Background: an optimization exercise with open tools, aiming at small area and a short achievable clock period. Do not read the settings as production practice.
In this exercise RTL edits were held to simulation tests only and were not proved equivalent to the original.

Design DSP, start of the top module:
module DSP(A, B, C, D, clk, rst_n, P);
input  [17:0] A, B, D;
input  [47:0] C;
input clk, rst_n;
output reg [47:0] P;
reg  [17:0] s1, s2, s3, a1;
reg  [4:0] ah;
reg  [30:0] y0;
reg  [30:0] y1;
reg  [30:0] y2;
reg  [47:0] z0;
reg  [47:0] z1;
reg  [9:0] zl;
wire pp1;
wire pp2;
wire pp3;
wire pp4;
wire pp5;
wire pp6;
wire pp7;
wire pp8;
wire pp9;
wire pp10;
wire pp11;
wire pp12;
wire pp13;
wire pp14;
wire pp15;
wire pp16;
wire pp17;
wire pp18;
wire pp19;
wire pp20;
wire pp21;
wire pp22;
wire pp23;
wire pp24;
wire pp25;
wire pp26;
wire pp27;
wire pp28;
wire pp29;
wire pp30;
wire pp31;
wire pp32;
wire pp33;
wire pp34;
wire pp35;
wire pp36;
wire pp37;
wire pp38;
wire pp39;
wire pp40;
wire pp41;
wire pp42;
wire pp43;
wire pp44;
wire pp45;
wire pp46;
wire pp47;
wire pp48;
wire pp49;
wire pp50;
wire pp51;
wire pp52;
wire pp53;
wire pp54;
wire pp55;
wire pp56;
wire pp57;
wire pp58;
wire pp59;
wire pp60;
wire pp61;
wire pp62;
wire pp63;
wire pp64;
wire pp65;
wire pp66;
wire pp67;
wire pp68;
wire pp69;
wire pp70;
wire pp71;
wire pp72;
wire pp73;
wire pp74;
wire pp75;
wire pp76;
wire pp77;
wire pp78;
wire pp79;
wire pp80;
wire pp81;
wire pp82;
wire pp83;
wire pp84;
wire pp85;
wire pp86;
wire pp87;
wire pp88;
wire pp89;
wire pp90;
wire pp91;
wire pp92;
wire pp93;
wire pp94;
wire pp95;
wire pp96;
wire pp97;
wire pp98;
wire pp99;
wire pp100;
wire pp101;
wire pp102;
wire pp103;
wire pp104;
wire pp105;
wire pp106;
wire pp107;
wire pp108;
wire pp109;
wire pp110;
wire pp111;
wire pp112;
wire pp113;
wire pp114;
  ...
==> flow/config.mk <==
export PLATFORM = sky130hd
export DESIGN_NAME = DSP
export DESIGN_NICKNAME = DSP
export VERILOG_FILES = /design/flow/design.v
export SDC_FILE = /design/flow/constraint.sdc
export NUM_CORES = 4
export LEC_CHECK = 0
export CAP_MARGIN = 20
export CORE_MARGIN = 2
export CORE_UTILIZATION = 40
export CTS_BUF_LIST = sky130_fd_sc_hd__clkbuf_16
export CTS_CLUSTER_DIAMETER = 200
export CTS_CLUSTER_SIZE = 30
export SETUP_SLACK_MARGIN = 4.0
export SLEW_MARGIN = 20
export SYNTH_HIERARCHICAL = 1
==> flow/constraint.sdc <==
create_clock -name core_clock -period 7.0 [get_ports {clk}]
set_input_delay 1.4000 -clock core_clock [delete_from_list [all_inputs] [get_ports {clk}]]
set_output_delay 1.4000 -clock core_clock [all_outputs]
set_load 0.01 [all_outputs]
standard.sh (not shown) runs the stock make flow with config.mk's settings and CLKGATE_MAP_FILE= SYNTH_SCRIPT=/design/flow/synth_recipe.tcl, a recipe that flattens the netlist after the stock synthesis.
==> flow/flow/run.sh <==
#!/bin/bash
# The standard layout, with two changes to how it is made:
#  - the port buffers are plain sky130 buf_1 cells (the default pick is a slow delay cell),
#  - timing repair may swap cells across footprints (so it can resize those buffers).
set -euo pipefail
bash standard.sh "BUFFER_PORTS_ARGS=-buffer_cell sky130_fd_sc_hd__buf_1" MATCH_CELL_FOOTPRINT=0 finish > standard.log 2>&1
Edit:
--- a/flow/design.v
+++ b/flow/design.v
@@ -1,25 +1,24 @@
 module DSP(A, B, C, D, clk, rst_n, P);
 input  [17:0] A, B, D;
 input  [47:0] C;
 input clk, rst_n;
 output reg [47:0] P;
 reg  [17:0] s1, s2, s3, a1;
 reg  [4:0] ah;
 reg  [30:0] y0;
 reg  [30:0] y1;
 reg  [30:0] y2;
 reg  [47:0] z0;
 reg  [47:0] z1;
-reg  [9:0] zl;
 wire pp1;
 wire pp2;
 wire pp3;
 wire pp4;
 wire pp5;
 wire pp6;
 wire pp7;
 wire pp8;
 wire pp9;
 wire pp10;
 wire pp11;
 wire pp12;
@@ -1578,25 +1577,24 @@
 dsp_fa u_zfa629 (.a(zfs596), .b(C[33]), .c(zfc595), .s(zfs629), .co(zfc629));
 dsp_fa u_zfa630 (.a(pq484), .b(zfc596), .c(C[34]), .s(zfs630), .co(zfc630));
 wire [17:0] sbd;
 dsp_add18 u_sbd (.a(B), .b(D), .s(sbd));
 always @(posedge clk or negedge rst_n) begin
   if (!rst_n) begin
     P <= 0;
     y0 <= 0;
     y1 <= 0;
     y2 <= 0;
     z0 <= 0;
     z1 <= 0;
-    zl <= 0;
   end else begin
     y0[0] <= pp1;
     y0[1] <= pp19;
     y0[2] <= pp20;
     y0[3] <= pp4;
     y0[4] <= yhc370;
     y0[5] <= yfc371;
     y0[6] <= yfc372;
     y0[7] <= yfc373;
     y0[8] <= yfs334;
     y0[9] <= yfc375;
     y0[10] <= yfc376;
@@ -1665,24 +1663,33 @@
     y2[17] <= yfs384;
     y2[18] <= yfs385;
     y2[19] <= yfs386;
     y2[20] <= yfs387;
     y2[21] <= yfs388;
     y2[22] <= yfs389;
     y2[23] <= yfs390;
     y2[24] <= yfc390;
     y2[25] <= yfs392;
     y2[26] <= yfc392;
     y2[27] <= yfc393;
     y2[28] <= yfc394;
+    z0[0] <= y0[0];
+    z0[1] <= zhs597;
+    z0[2] <= zhc597;
+    z0[3] <= zfc598;
+    z0[4] <= zfc599;
+    z0[5] <= zfc600;
+    z0[6] <= zfc601;
+    z0[7] <= zfc602;
+    z0[8] <= zfc603;
     z0[9] <= zfc604;
     z0[10] <= zfc605;
     z0[11] <= zfc606;
     z0[12] <= zfc607;
     z0[13] <= zfc608;
     z0[14] <= zfc609;
     z0[15] <= zfc610;
     z0[16] <= zfc611;
     z0[17] <= zfc612;
     z0[18] <= zfc613;
     z0[19] <= zfc614;
     z0[20] <= zfc615;
@@ -1704,24 +1711,33 @@
     z0[36] <= C[36];
     z0[37] <= C[37];
     z0[38] <= C[38];
     z0[39] <= C[39];
     z0[40] <= C[40];
     z0[41] <= C[41];
     z0[42] <= C[42];
     z0[43] <= C[43];
     z0[44] <= C[44];
     z0[45] <= C[45];
     z0[46] <= C[46];
     z0[47] <= C[47];
+    z1[0] <= C[0];
+    z1[1] <= C[1];
+    z1[2] <= zfs598;
+    z1[3] <= zfs599;
+    z1[4] <= zfs600;
+    z1[5] <= zfs601;
+    z1[6] <= zfs602;
+    z1[7] <= zfs603;
+    z1[8] <= zfs604;
     z1[9] <= zfs605;
     z1[10] <= zfs606;
     z1[11] <= zfs607;
     z1[12] <= zfs608;
     z1[13] <= zfs609;
     z1[14] <= zfs610;
     z1[15] <= zfs611;
     z1[16] <= zfs612;
     z1[17] <= zfs613;
     z1[18] <= zfs614;
     z1[19] <= zfs615;
     z1[20] <= zfs616;
@@ -1731,52 +1747,33 @@
     z1[24] <= zfs620;
     z1[25] <= zfs621;
     z1[26] <= zfs622;
     z1[27] <= zfs623;
     z1[28] <= zfs624;
     z1[29] <= zfs625;
     z1[30] <= zfs626;
     z1[31] <= zfc626;
     z1[32] <= zfs628;
     z1[33] <= zfc628;
     z1[34] <= zfc629;
     z1[35] <= zfc630;
-    zl <= {1'b0, {zfc603, zfc602, zfc601, zfc600, zfc599, zfc598, zhc597, zhs597, y0[0]}} + {1'b0, {zfs604, zfs603, zfs602, zfs601, zfs600, zfs599, zfs598, C[1], C[0]}};
-    P <= {z0[47:9] + z1[47:9] + zl[9], zl[8:0]};
+    P <= z0 + z1;
     y0[30] <= 1'b0;
     y1[0] <= 1'b0;
     y1[29] <= 1'b0;
     y1[30] <= 1'b0;
     y2[0] <= 1'b0;
     y2[1] <= 1'b0;
     y2[29] <= 1'b0;
     y2[30] <= 1'b0;
-    z0[0] <= 1'b0;
-    z0[1] <= 1'b0;
-    z0[2] <= 1'b0;
-    z0[3] <= 1'b0;
-    z0[4] <= 1'b0;
-    z0[5] <= 1'b0;
-    z0[6] <= 1'b0;
-    z0[7] <= 1'b0;
-    z0[8] <= 1'b0;
-    z1[0] <= 1'b0;
-    z1[1] <= 1'b0;
-    z1[2] <= 1'b0;
-    z1[3] <= 1'b0;
-    z1[4] <= 1'b0;
-    z1[5] <= 1'b0;
-    z1[6] <= 1'b0;
-    z1[7] <= 1'b0;
-    z1[8] <= 1'b0;
     z1[36] <= 1'b0;
     z1[37] <= 1'b0;
     z1[38] <= 1'b0;
     z1[39] <= 1'b0;
     z1[40] <= 1'b0;
     z1[41] <= 1'b0;
     z1[42] <= 1'b0;
     z1[43] <= 1'b0;
     z1[44] <= 1'b0;
     z1[45] <= 1'b0;
     z1[46] <= 1'b0;
     z1[47] <= 1'b0;
Outcome:
- flip-flop and latch count goes up by 8
- utilization stays flat
- final area goes up by 2.4%
- sequential share of layout area goes up by 0.19 points
- first-iteration DRC count goes up by 3.4%

[static timing again, ports no longer ideal]
In the flow no input, the clock included, has a driving cell. The finished layouts below were timed again as built, in two steps.
Step 1 assumes that a clkbuf_16 drives the clock port and a buf_2 every other input.
Step 2, shift: input delay + t, output delay - t, t = (earliest + latest rising clock arrival at the registers) / 2. This alone moves slack from input paths to output paths.
Three values: no drivers, after step 1, after step 2; two values: the first two.
run	shift t [ns]	setup slack, ns	hold WS [ns]
the first run	0.555	4.059 / 4.059 / 3.570	0.348 / 0.348 / 0.348
the second run	0.556	4.033 / 4.033 / 3.556	0.351 / 0.351 / 0.351
After both steps every run listed still meets setup and hold. The setup slack of the first run, which loses most, moves by 0.000 ns with the drivers and by -0.489 ns with both steps.
